Context: an optimization exercise on an open-source flow, tuned for small area and a short achievable clock period. The choices shown serve that exercise and are no tape-out recipe. Where RTL was checked, it was by simulation tests only, not by an equivalence proof against the original.

indigo:
==> module Arithmetic_Unit, before the edit <==
module Arithmetic_Unit #(parameter Data_In_Width = 16)
(
    input   wire    signed  [Data_In_Width-1 : 0]    A_in ,
    input   wire    signed  [Data_In_Width-1 : 0]    B_in ,
    input   wire                          [3 : 0]    alu_fun,
    input   wire                                     CLK_in,
    input   wire                                     RST_in,
    input   wire                                     arith_En,
    input   wire            [Data_In_Width : 0]      addsub,     
    output  reg         [(2*Data_In_Width)-1 : 0]    arith_out,
    output  reg                                      arith_flag
);
localparam N = Data_In_Width;
wire [2*N-1 : 0] prod;
Mul_Booth ins_mul (.a (A_in), .b (B_in), .p (prod));
wire [N-1 : 0]  quot;
Div_Mag ins_div (
    .a ((A_in[N-1]) ? (~A_in + 1'b1) : A_in),
    .b (B_in),
    .q (quot)
);
wire            b_nz = |B_in;
wire            q_neg = A_in[N-1] ^ B_in[N-1];
wire [N : 0]    quot_s = q_neg ? (~{1'b0, quot} + 1'b1) : {1'b0, quot};
reg [2*N-1 : 0] arith_out_comb;
always @ (*)
    begin
        if (arith_En)
            case (alu_fun[1:0])
                2'b00, 2'b01 : arith_out_comb = {{(N-1){addsub[N]}}, addsub};
                2'b10        : arith_out_comb = prod;
                2'b11        : arith_out_comb = b_nz ? {{(N-1){quot_s[N]}}, quot_s} : {(2*N){1'b0}};
            endcase
        else
            arith_out_comb = {(2*N){1'b0}};
    end
always @ (posedge CLK_in or negedge RST_in)
    begin
        if (!RST_in)
            begin
               arith_out  <= {(2*N){1'b0}};
               arith_flag <= 1'b0;
            end
        else
            begin
                arith_out  <= arith_out_comb;
                arith_flag <= arith_En;
            end
    end
endmodule
==> module CMP_Unit, before the edit <==
module CMP_Unit #(parameter Data_In_Width = 16)
(
    input   wire    signed  [Data_In_Width-1 : 0]    A_in ,      
    input   wire    signed  [Data_In_Width-1 : 0]    B_in ,      
    input   wire                          [3 : 0]    alu_fun,    
    input   wire                                     CLK_in,
    input   wire                                     RST_in,
    input   wire                                     cmp_En,
    input   wire                                     a_lt_b,     
    output  reg             [1 : 0]                  cmp_out,
    output  reg                                      cmp_flag
);
wire    [1 : 0]   alu_fun_LSBs = alu_fun[1:0];      
wire              a_eq_b = (A_in == B_in);
wire              a_gt_b = ~a_lt_b & ~a_eq_b;
reg     [1 : 0]   cmp_out_comb;
reg     cmp_flag_comb;
always @ (posedge CLK_in or negedge RST_in)
    begin
        if (!RST_in)
            begin
                cmp_out  <= 2'b0;
                cmp_flag <= 1'b0;
            end
        else
            begin
                cmp_out  <= cmp_out_comb;
                cmp_flag <= cmp_flag_comb;
            end
    end
always @ (*)
    begin
        if (cmp_En)
            begin
                case (alu_fun_LSBs)
                2'b00 : begin
                            cmp_flag_comb = 1'b0;
                            cmp_out_comb = 2'd0;
                        end
                2'b01 : begin
                            cmp_flag_comb = 1'b1;
                            cmp_out_comb = a_eq_b ? 2'd1 : 2'd0;
                        end
                2'b10 : begin
                            cmp_flag_comb = 1'b1;
                            cmp_out_comb = a_gt_b ? 2'd2 : 2'd0;
                        end
                2'b11 : begin
                            cmp_flag_comb = 1'b1;
                            cmp_out_comb = a_lt_b ? 2'd3 : 2'd0;
                        end
                endcase
            end
        else
            begin
                cmp_flag_comb = 1'b0;
                cmp_out_comb = 2'd0;
            end
    end
endmodule
==> module ALU_Top, before the edit <==
module ALU_Top #(parameter Data_In_Width = 16)
(
    input   wire            [Data_In_Width-1 : 0]    A ,
    input   wire            [Data_In_Width-1 : 0]    B ,
    input   wire                          [3 : 0]    ALU_FUN,
    input   wire                                     CLK,
    input   wire                                     RST,
    output  wire      [(2*Data_In_Width)-1 : 0]      Arith_OUT,
    output  wire                                     Arith_Flag,
    output  wire            [Data_In_Width-1 : 0]    Logic_OUT,
    output  wire                                     Logic_Flag,
    output  wire                          [1 : 0]    CMP_OUT,
    output  wire                                     CMP_Flag,
    output  wire            [Data_In_Width-1 : 0]    Shift_OUT,
    output  wire                                     Shift_Flag
);
wire    Arith_Enable;
wire    Logic_Enable;
wire    CMP_Enable;
wire    Shift_Enable;
wire                         Sub_Sel = ALU_FUN[0] | ALU_FUN[3];
wire    [Data_In_Width : 0]  Add_Sub = {A[Data_In_Width-1], A}
                                     + ({B[Data_In_Width-1], B} ^ {(Data_In_Width+1){Sub_Sel}})
                                     + {{Data_In_Width{1'b0}}, Sub_Sel};
Decoder_2_to_4_Unit ins_Decoder_2_to_4_Unit (
    .alu_fun (ALU_FUN),
    .arith_En (Arith_Enable),
    .logic_En (Logic_Enable),
    .cmp_En (CMP_Enable),
    .shift_En (Shift_Enable)
);
Arithmetic_Unit ins_Arithmetic_Unit (
    .A_in (A),
    .B_in (B),
    .alu_fun (ALU_FUN),
    .CLK_in (CLK),
    .RST_in (RST),
    .arith_En (Arith_Enable),
    .addsub (Add_Sub),
    .arith_out (Arith_OUT),
    .arith_flag (Arith_Flag)
);
Logic_Unit ins_Logic_unit (
    .A_in (A),
    .B_in (B),
    .alu_fun (ALU_FUN),
    .CLK_in (CLK),
    .RST_in (RST),
    .logic_En (Logic_Enable),
    .logic_out (Logic_OUT),
    .logic_flag (Logic_Flag)
);
CMP_Unit ins_CMP_Unit (
    .A_in (A),
    .B_in (B),
    .alu_fun (ALU_FUN),
    .CLK_in (CLK),
    .RST_in (RST),
    .cmp_En (CMP_Enable),
    .a_lt_b (Add_Sub[Data_In_Width]),
    .cmp_out (CMP_OUT),
    .cmp_flag (CMP_Flag)
);
Shift_unit ins_Shift_Unit (
    .A_in (A),
    .B_in (B),
    .alu_fun (ALU_FUN),
    .CLK_in (CLK),
    .RST_in (RST),
    .shift_En (Shift_Enable),
    .shift_out (Shift_OUT),
    .shift_flag (Shift_Flag)
);
endmodule
==> flow/config.mk <==
export PLATFORM = sky130hd
export DESIGN_NAME = ALU_Top
export DESIGN_NICKNAME = ALU_Top
export VERILOG_FILES = /design/flow/design.v
export SDC_FILE = /design/flow/constraint.sdc
export NUM_CORES = 4
export LEC_CHECK = 0
export ABC_AREA = 1
export CAP_MARGIN = 20
export CORE_MARGIN = 2
export CORE_UTILIZATION = 40
export SLEW_MARGIN = 20
==> flow/constraint.sdc <==
create_clock -name core_clock -period 85.0 [get_ports {CLK}]
set_input_delay 17.0000 -clock core_clock [delete_from_list [all_inputs] [get_ports {CLK}]]
set_output_delay 17.0000 -clock core_clock [all_outputs]
set_load 0.01 [all_outputs]
standard.sh (not shown) runs the stock make flow with config.mk's settings and CLKGATE_MAP_FILE= SYNTH_SCRIPT=/design/flow/synth_recipe.tcl, a recipe that flattens the netlist after the stock synthesis.
==> flow/flow/run.sh <==
#!/bin/bash
# The standard layout, except that the port buffers are buf_1 cells (ORFS
# otherwise picks clkdlybuf4s50_1 delay cells); every port is still buffered.
set -euo pipefail
bash standard.sh synth > synth.log 2>&1
bash standard.sh "BUFFER_PORTS_ARGS=-buffer_cell sky130_fd_sc_hd__buf_1" finish > layout.log 2>&1
indigo: all stages complete, timing, DRC and antenna checks passed
diff inputs: indigo => nickel
--- a/flow/design.v
+++ b/flow/design.v
@@ -42,17 +42,18 @@
     input   wire    signed  [Data_In_Width-1 : 0]    A_in ,
     input   wire    signed  [Data_In_Width-1 : 0]    B_in ,
     input   wire                          [3 : 0]    alu_fun,
     input   wire                                     CLK_in,
     input   wire                                     RST_in,
     input   wire                                     arith_En,
-    input   wire            [Data_In_Width : 0]      addsub,     
     output  reg         [(2*Data_In_Width)-1 : 0]    arith_out,
     output  reg                                      arith_flag
 );
 localparam N = Data_In_Width;
+wire            sub = alu_fun[0];
+wire [N : 0]    addsub = {A_in[N-1], A_in} + ({B_in[N-1], B_in} ^ {(N+1){sub}}) + {{N{1'b0}}, sub};
 wire [2*N-1 : 0] prod;
 Mul_Booth ins_mul (.a (A_in), .b (B_in), .p (prod));
 wire [N-1 : 0]  quot;
 Div_Mag ins_div (
     .a ((A_in[N-1]) ? (~A_in + 1'b1) : A_in),
     .b (B_in),
@@ -2363,26 +2364,23 @@
     input   wire    signed  [Data_In_Width-1 : 0]    A_in ,      
     input   wire    signed  [Data_In_Width-1 : 0]    B_in ,      
     input   wire                          [3 : 0]    alu_fun,    
     input   wire                                     CLK_in,
     input   wire                                     RST_in,
     input   wire                                     cmp_En,
-    input   wire                                     a_lt_b,     
     output  reg             [1 : 0]                  cmp_out,
     output  reg                                      cmp_flag
 );
 wire    [1 : 0]   alu_fun_LSBs = alu_fun[1:0];      
-wire              a_eq_b = (A_in == B_in);
-wire              a_gt_b = ~a_lt_b & ~a_eq_b;
 reg     [1 : 0]   cmp_out_comb;
 reg     cmp_flag_comb;
 always @ (posedge CLK_in or negedge RST_in)
     begin
         if (!RST_in)
             begin
-                cmp_out  <= 2'b0;
+                cmp_out  <= 'sb0;
                 cmp_flag <= 1'b0;
             end
         else
             begin
                 cmp_out  <= cmp_out_comb;
                 cmp_flag <= cmp_flag_comb;
@@ -2392,32 +2390,32 @@
     begin
         if (cmp_En)
             begin
                 case (alu_fun_LSBs)
                 2'b00 : begin
                             cmp_flag_comb = 1'b0;
-                            cmp_out_comb = 2'd0;
+                            cmp_out_comb = 'sb0;
                         end
                 2'b01 : begin
                             cmp_flag_comb = 1'b1;
-                            cmp_out_comb = a_eq_b ? 2'd1 : 2'd0;
+                            cmp_out_comb = (A_in == B_in) ? 'sd1 : 'sd0;
                         end
                 2'b10 : begin
                             cmp_flag_comb = 1'b1;
-                            cmp_out_comb = a_gt_b ? 2'd2 : 2'd0;
+                            cmp_out_comb = (A_in > B_in) ?  'sd2 : 'sd0;
                         end
-                2'b11 : begin
+                2'b11 : begin   
                             cmp_flag_comb = 1'b1;
-                            cmp_out_comb = a_lt_b ? 2'd3 : 2'd0;
+                            cmp_out_comb = (A_in < B_in) ?  'sd3 : 'sd0;
                         end
                 endcase
             end
         else
             begin
                 cmp_flag_comb = 1'b0;
-                cmp_out_comb = 2'd0;
+                cmp_out_comb = 'sb0;
             end
     end
 endmodule
 module Shift_unit #(parameter Data_In_Width = 16)
 (
     input   wire    signed  [Data_In_Width-1 : 0]    A_in ,      
@@ -2481,16 +2479,12 @@
     output  wire                                     Shift_Flag
 );
 wire    Arith_Enable;
 wire    Logic_Enable;
 wire    CMP_Enable;
 wire    Shift_Enable;
-wire                         Sub_Sel = ALU_FUN[0] | ALU_FUN[3];
-wire    [Data_In_Width : 0]  Add_Sub = {A[Data_In_Width-1], A}
-                                     + ({B[Data_In_Width-1], B} ^ {(Data_In_Width+1){Sub_Sel}})
-                                     + {{Data_In_Width{1'b0}}, Sub_Sel};
 Decoder_2_to_4_Unit ins_Decoder_2_to_4_Unit (
     .alu_fun (ALU_FUN),
     .arith_En (Arith_Enable),
     .logic_En (Logic_Enable),
     .cmp_En (CMP_Enable),
     .shift_En (Shift_Enable)
@@ -2499,13 +2493,12 @@
     .A_in (A),
     .B_in (B),
     .alu_fun (ALU_FUN),
     .CLK_in (CLK),
     .RST_in (RST),
     .arith_En (Arith_Enable),
-    .addsub (Add_Sub),
     .arith_out (Arith_OUT),
     .arith_flag (Arith_Flag)
 );
 Logic_Unit ins_Logic_unit (
     .A_in (A),
     .B_in (B),
@@ -2520,13 +2513,12 @@
     .A_in (A),
     .B_in (B),
     .alu_fun (ALU_FUN),
     .CLK_in (CLK),
     .RST_in (RST),
     .cmp_En (CMP_Enable),
-    .a_lt_b (Add_Sub[Data_In_Width]),
     .cmp_out (CMP_OUT),
     .cmp_flag (CMP_Flag)
 );
 Shift_unit ins_Shift_Unit (
     .A_in (A),
     .B_in (B),
Results
For number of distinct standard cells referenced by the synthesized netlist, dividing the value from indigo by the value from nickel gives 1.20.
Met3 routing resource usage after global routing: nickel vs indigo down 0.36 points
Summary of nickel over indigo: remaining max-slew budget at the tightest pin now sits lower, post-layout worst setup margin now sits lower, final wirelength now sits higher, synthesized cell count now sits higher.
Cell with the largest stage delay on the worst path: sky130_fd_sc_hd__inv_1 -> nickel, sky130_fd_sc_hd__clkinv_1 -> indigo
[nickel] global routing met2 resource utilization rose 2.2 points relative to indigo
Only the layout flow was run in indigo; the RTL was not checked for function there.

[what the ideal ports hide]
Ports are ideal in the flow. The routed layouts listed here were re-timed in OpenROAD. Step 1, drivers: a clkbuf_16 drives CLK and a buf_2 each remaining input, both assumed. Step 2 moves the port delays by t, midway between the first and last clock arrival at a register: inputs arrive t later, outputs are due t later. That takes back most of the time a late clock gives input paths. a / b / c = no drivers / after step 1 / after step 2; a / b = the first two.
| run | t, ns | setup slack, ns | worst setup path after step 2 | slew at the worst register clock pin (ns) | cell pins on the clock port's net |
|---|---|---|---|---|---|
| indigo | 0.394 | 46.581 / 46.603 / 46.210 | input to register | 0.08 / 0.08 | 1 |
| nickel | 0.373 | 46.462 / 46.478 / 46.105 | input to register | 0.07 / 0.07 | 1 |
After both steps setup and hold are still met in every run listed. For indigo, which loses most, drivers alone change the setup slack by +0.022 ns; drivers and shift together by -0.371 ns.
